From an optimization exercise on the open Yosys and OpenROAD flow, aimed at small area; shortcuts taken in it are not production practice. At most, simulation tests tie the RTL to the original design; equivalence was not proved. Power and IR drop assume default switching activity.

// vgalab1
module vgalab1(
  input clk,             
  input rst_n,           
  input key_jump_n,      
  input key_restart_n,   
  input sw_gray,         
  output [0:6] HEX0, HEX1,   
  output VGA_HS,
  output VGA_VS,
  output VGA_BLANK,
  output [9:0] VGA_R,
  output [9:0] VGA_G,
  output [9:0] VGA_B
);
wire [5:0] xq;
wire [3:0] xr;
wire [5:0] yq;
wire [3:0] yr;
wire [2:0] idx;
wire [9:0] gray;
wire video_on;
vga_sync u1(.clk(clk), .rst_n(rst_n), .xq(xq), .xr(xr), .yq(yq), .yr(yr), .hs(VGA_HS), .vs(VGA_VS));
background background(.clk(clk), .rst_n(rst_n), .jump(key_jump_n), .restart(key_restart_n),
  .xq(xq), .xr(xr), .yq(yq), .yr(yr), .idx(idx), .gray(gray), .video_on(video_on), .HEX0(HEX0), .HEX1(HEX1));
assign VGA_BLANK = VGA_HS & VGA_VS;
assign VGA_R = !video_on ? 10'h000 : sw_gray ? gray : {10{idx[0]}};
assign VGA_G = !video_on ? 10'h000 : sw_gray ? gray : {10{idx[1]}};
assign VGA_B = !video_on ? 10'h000 : sw_gray ? gray : {10{idx[2]}};
endmodule
export LEC_CHECK = 0
export ABC_AREA = 1
export CAP_MARGIN = 0
export CORE_MARGIN = 2
export CORE_UTILIZATION = 40
export CTS_BUF_LIST = sky130_fd_sc_hd__clkbuf_8
export GPL_TIMING_DRIVEN = 0
export SLEW_MARGIN = 0
create_clock -name core_clock -period 12.0 [get_ports {clk}]
standard.sh (not shown) runs the stock make flow with config.mk's settings and CLKGATE_MAP_FILE= SYNTH_SCRIPT=/design/flow/synth_recipe.tcl, a recipe that flattens the netlist after the stock synthesis.
==> flow/flow/run.sh <==
#!/bin/bash
# Own layout flow: the standard synthesis, then the combinational logic
# between the registers is mapped again by ABC for area (the registers are
# kept as they are, with their names and cells), then the standard
# layout with single-strength port buffers.
set -euo pipefail
W=$(pwd)
R=$W/orfs/results/$FLOW_PLATFORM/vgalab1/base
LIB=$FLOW_HOME/platforms/$FLOW_PLATFORM/lib/sky130_fd_sc_hd__tt_025C_1v80.lib

# 1. standard synthesis, up to the netlist
bash standard.sh $R/1_2_yosys.v > $W/std_synth.log 2>&1
cp $R/1_2_yosys.v $W/std_1_2_yosys.v

# 2. map the logic between registers again, with four seeds; keep the
#    smallest
DONT=""
for c in $(grep -o "\-dont_use [a-z0-9_]*" $W/orfs/logs/$FLOW_PLATFORM/vgalab1/base/1_2_yosys.log | awk '{print $2}' | sort -u); do
  DONT="$DONT -dont_use $c"
done
reabc() {
  local n=$1
  sed "s/@SEED@/$n/" $W/flow/area.abc > $W/area_$n.abc
  cat > $W/reabc_$n.ys <<E2
read_liberty -ignore_miss_func -overwrite $LIB
read_verilog $W/std_1_2_yosys.v
hierarchy -top $FLOW_TOP
setattr -mod -set keep_hierarchy 1 sky130_fd_sc_hd__df* sky130_fd_sc_hd__edf* sky130_fd_sc_hd__sdf* sky130_fd_sc_hd__dl* sky130_fd_sc_hd__conb_*
flatten
opt_clean -purge
tee -o $W/reabc_before_$n.txt stat -liberty $LIB
abc -liberty $LIB $DONT -script $W/area_$n.abc
opt_clean -purge
splitnets
opt_clean -purge
hilomap -singleton -hicell sky130_fd_sc_hd__conb_1 HI -locell sky130_fd_sc_hd__conb_1 LO
insbuf -buf sky130_fd_sc_hd__buf_4 A X
opt_clean -purge
tee -o $W/reabc_after_$n.txt stat -liberty $LIB
read_liberty -lib -ignore_miss_func -overwrite $LIB
check -assert
write_verilog -noattr -nohex -nodec $W/reabc_$n.v
E2
  yosys -l $W/reabc_$n.log -q -s $W/reabc_$n.ys > /dev/null 2>&1 || true
}
for n in 1 2 3 4; do reabc $n & done
wait
best=""
bestarea=""
for n in 1 2 3 4; do
  [ -s $W/reabc_$n.v ] || continue
  a=$(grep "Chip area for top module" $W/reabc_after_$n.txt | awk '{print $NF}')
  if [ -z "$best" ] || awk "BEGIN{exit !($a < $bestarea)}"; then best=$n; bestarea=$a; fi
done
echo "seed $best area $bestarea" > $W/reabc_choice.txt
cp $W/reabc_$best.v $R/1_2_yosys.v

# 3. standard layout from the new netlist
bash standard.sh "BUFFER_PORTS_ARGS=-buffer_cell sky130_fd_sc_hd__buf_1" finish > $W/std_layout.log 2>&1
==> flow/flow/area.abc <==
strash; &get -n; &deepsyn -T 60 -S @SEED@; &put; dch -f; amap; topo; buffer -p; upsize -D 6000; dnsize -D 6000
The first run finished with timing, DRC and antenna clean.
Edit:
--- a/flow/flow/run.sh
+++ b/flow/flow/run.sh
@@ -14,3 +14,3 @@
 
-# 2. map the logic between registers again, with four seeds; keep the
+# 2. map the logic between registers again, with several seeds; keep the
 #    smallest
@@ -21,3 +21,3 @@
 reabc() {
-  local n=$1
+  local n=$1 src=$2
   sed "s/@SEED@/$n/" $W/flow/area.abc > $W/area_$n.abc
@@ -25,3 +25,3 @@
 read_liberty -ignore_miss_func -overwrite $LIB
-read_verilog $W/std_1_2_yosys.v
+read_verilog $src
 hierarchy -top $FLOW_TOP
@@ -45,15 +45,23 @@
 }
-for n in 1 2 3 4; do reabc $n & done
+# the smallest of the given runs' netlists
+pick() {
+  local best="" bestarea="" n a
+  for n in "$@"; do
+    [ -s $W/reabc_$n.v ] || continue
+    a=$(grep "Chip area for top module" $W/reabc_after_$n.txt | awk '{print $NF}')
+    if [ -z "$best" ] || awk "BEGIN{exit !($a < $bestarea)}"; then best=$n; bestarea=$a; fi
+  done
+  echo $best
+}
+# two rounds of four seeds, the second from the first's best
+for n in 1 2 3 4; do reabc $n $W/std_1_2_yosys.v & done
 wait
-best=""
-bestarea=""
-for n in 1 2 3 4; do
-  [ -s $W/reabc_$n.v ] || continue
-  a=$(grep "Chip area for top module" $W/reabc_after_$n.txt | awk '{print $NF}')
-  if [ -z "$best" ] || awk "BEGIN{exit !($a < $bestarea)}"; then best=$n; bestarea=$a; fi
-done
-echo "seed $best area $bestarea" > $W/reabc_choice.txt
+b1=$(pick 1 2 3 4)
+for n in 5 6 7 8; do reabc $n $W/reabc_$b1.v & done
+wait
+best=$(pick $b1 5 6 7 8)
+echo "chosen: run $best, area $(grep 'Chip area for top module' $W/reabc_after_$best.txt | awk '{print $NF}')" > $W/reabc_choice.txt
 cp $W/reabc_$best.v $R/1_2_yosys.v
 
-# 3. standard layout from the new netlist
-bash standard.sh "BUFFER_PORTS_ARGS=-buffer_cell sky130_fd_sc_hd__buf_1" finish > $W/std_layout.log 2>&1
+# 3. standard layout from the new netlist (no dummy clock loads)
+bash standard.sh "BUFFER_PORTS_ARGS=-buffer_cell sky130_fd_sc_hd__buf_1" "CTS_ARGS=-sink_clustering_enable -repair_clock_nets -buf_list sky130_fd_sc_hd__clkbuf_8 -dont_use_dummy_load" finish > $W/std_layout.log 2>&1
First-iteration DRC count decreases by 16%.
Hold slack loses 0.023 ns.
Wire length increases by 1.0%.
Cell count hardly moves.
Sequential cell count is unchanged.
Global-route usage increases by 0.45 points.
Maximum frequency decreases by 1.6%.
Core utilization decreases by 1.2 points.
Edit:
--- a/flow/config.mk
+++ b/flow/config.mk
@@ -10,5 +10,6 @@
 export CORE_MARGIN = 2
-export CORE_UTILIZATION = 40
+export CORE_UTILIZATION = 60
 export CTS_BUF_LIST = sky130_fd_sc_hd__clkbuf_8
 export GPL_TIMING_DRIVEN = 0
+export PLACE_DENSITY = 0.7
 export SLEW_MARGIN = 0
=> The new run finished with timing, DRC and antenna clean. Power increases slightly. Sequential power is about the same. Design area decreases slightly. Worst hold slack stays flat. Register-to-register slack improved by 0.25 ns. Combinational power increases by a few percent. Synthesized cell count increases slightly. Worst setup slack improved by 0.22 ns.


Setup of ember:
vgalab1, a different RTL version from the one above (not shown whole).
Size: roughly 1100 cells after synthesis, roughly 52 I/O pins, roughly 0.0072 sq mm of cells after synthesis.
clock: 12.0 ns
lec_check: 0
abc_area: 1
cap_margin: 0
core_margin: 2
core_utilization: 40
cts_buf_list: sky130_fd_sc_hd__clkbuf_8
cts_cluster_diameter: 60
cts_cluster_size: 20
gpl_timing_driven: 0
slew_margin: 0
==> flow/flow/run.sh <==
#!/bin/bash
# Own layout flow: the standard synthesis, then the combinational logic
# between the registers is mapped again by ABC for area (the registers are
# kept as they are, with their names and cells), then the standard
# layout with single-strength port buffers.
set -euo pipefail
W=$(pwd)
R=$W/orfs/results/$FLOW_PLATFORM/vgalab1/base
LIB=$FLOW_HOME/platforms/$FLOW_PLATFORM/lib/sky130_fd_sc_hd__tt_025C_1v80.lib

# 1. standard synthesis, up to the netlist
bash standard.sh $R/1_2_yosys.v > $W/std_synth.log 2>&1
cp $R/1_2_yosys.v $W/std_1_2_yosys.v

# 2. map the logic between registers again
DONT=""
for c in $(grep -o "\-dont_use [a-z0-9_]*" $W/orfs/logs/$FLOW_PLATFORM/vgalab1/base/1_2_yosys.log | awk '{print $2}' | sort -u); do
  DONT="$DONT -dont_use $c"
done
cat > $W/reabc.ys <<E2
read_liberty -ignore_miss_func -overwrite $LIB
read_verilog $W/std_1_2_yosys.v
hierarchy -top $FLOW_TOP
setattr -mod -set keep_hierarchy 1 sky130_fd_sc_hd__df* sky130_fd_sc_hd__edf* sky130_fd_sc_hd__sdf* sky130_fd_sc_hd__dl* sky130_fd_sc_hd__conb_*
flatten
opt_clean -purge
tee -o $W/reabc_before.txt stat -liberty $LIB
abc -liberty $LIB $DONT -script $W/flow/area.abc
opt_clean -purge
splitnets
opt_clean -purge
hilomap -singleton -hicell sky130_fd_sc_hd__conb_1 HI -locell sky130_fd_sc_hd__conb_1 LO
insbuf -buf sky130_fd_sc_hd__buf_4 A X
opt_clean -purge
tee -o $W/reabc_after.txt stat -liberty $LIB
read_liberty -lib -ignore_miss_func -overwrite $LIB
check -assert
write_verilog -noattr -nohex -nodec $W/reabc_1_2_yosys.v
E2
yosys -l $W/reabc.log -q -s $W/reabc.ys > /dev/null 2>&1
cp $W/reabc_1_2_yosys.v $R/1_2_yosys.v

# 3. standard layout from the new netlist
bash standard.sh "BUFFER_PORTS_ARGS=-buffer_cell sky130_fd_sc_hd__buf_1" finish > $W/std_layout.log 2>&1
==> flow/flow/area.abc <==
strash; &get -n; &deepsyn -T 60; &put; dch -f; amap; topo; buffer -p; upsize -D 6000; dnsize -D 6000
ember reached the final stage; the timing, DRC and antenna checks on its layout passed.
### ember -> quartz
- CTS_CLUSTER_DIAMETER: 60 -> unset
- CTS_CLUSTER_SIZE: 20 -> unset
### Flow results
- ember and quartz ended up with roughly the same setup slack on the worst flop-to-flop path.
- Reported for ember and quartz, maximum frequency turned out identical to the last digit.
- Delta (quartz minus ember): fraction of standard cell area that is sequential saw little to no change, chip height saw little to no change, total power saw little to no change.
No run of this note included a check of the RTL's function; only the layout flow was run.

## re-timing with driven ports
The results above use ideal ports. As a check the final layouts listed here were re-extracted and re-timed, cells and wires unchanged. Step 1 (the two cells are an assumption about what drives the block):
set clk [get_ports {clk}]
set_driving_cell -lib_cell sky130_fd_sc_hd__clkbuf_16 $clk
set_driving_cell -lib_cell sky130_fd_sc_hd__buf_2 [delete_from_list [all_inputs] $clk]
Step 2 also shifts input and output timing later by t, the mid clock arrival at the registers, as if the neighbouring blocks saw the same clock. a / b / c = ideal / step 1 / step 2; a / b = the first two.
run | t, ns | setup WS [ns] | slew at the worst register clock pin (ns) | pins driven straight from the clock port
the first run of note 1 | 0.413 | 0.838 / 0.797 / 1.210 | 0.09 / 0.09 | 1
the second run of note 1 | 0.414 | 0.655 / 0.613 / 1.027 | 0.09 / 0.09 | 1
the third run of note 1 | 0.419 | 0.877 / 0.838 / 1.257 | 0.08 / 0.08 | 1
ember | 0.414 | 0.835 / 0.793 / 1.207 | 0.09 / 0.09 | 1
quartz | 0.414 | 0.835 / 0.793 / 1.207 | 0.09 / 0.09 | 1
After both steps every run listed still meets setup and hold.
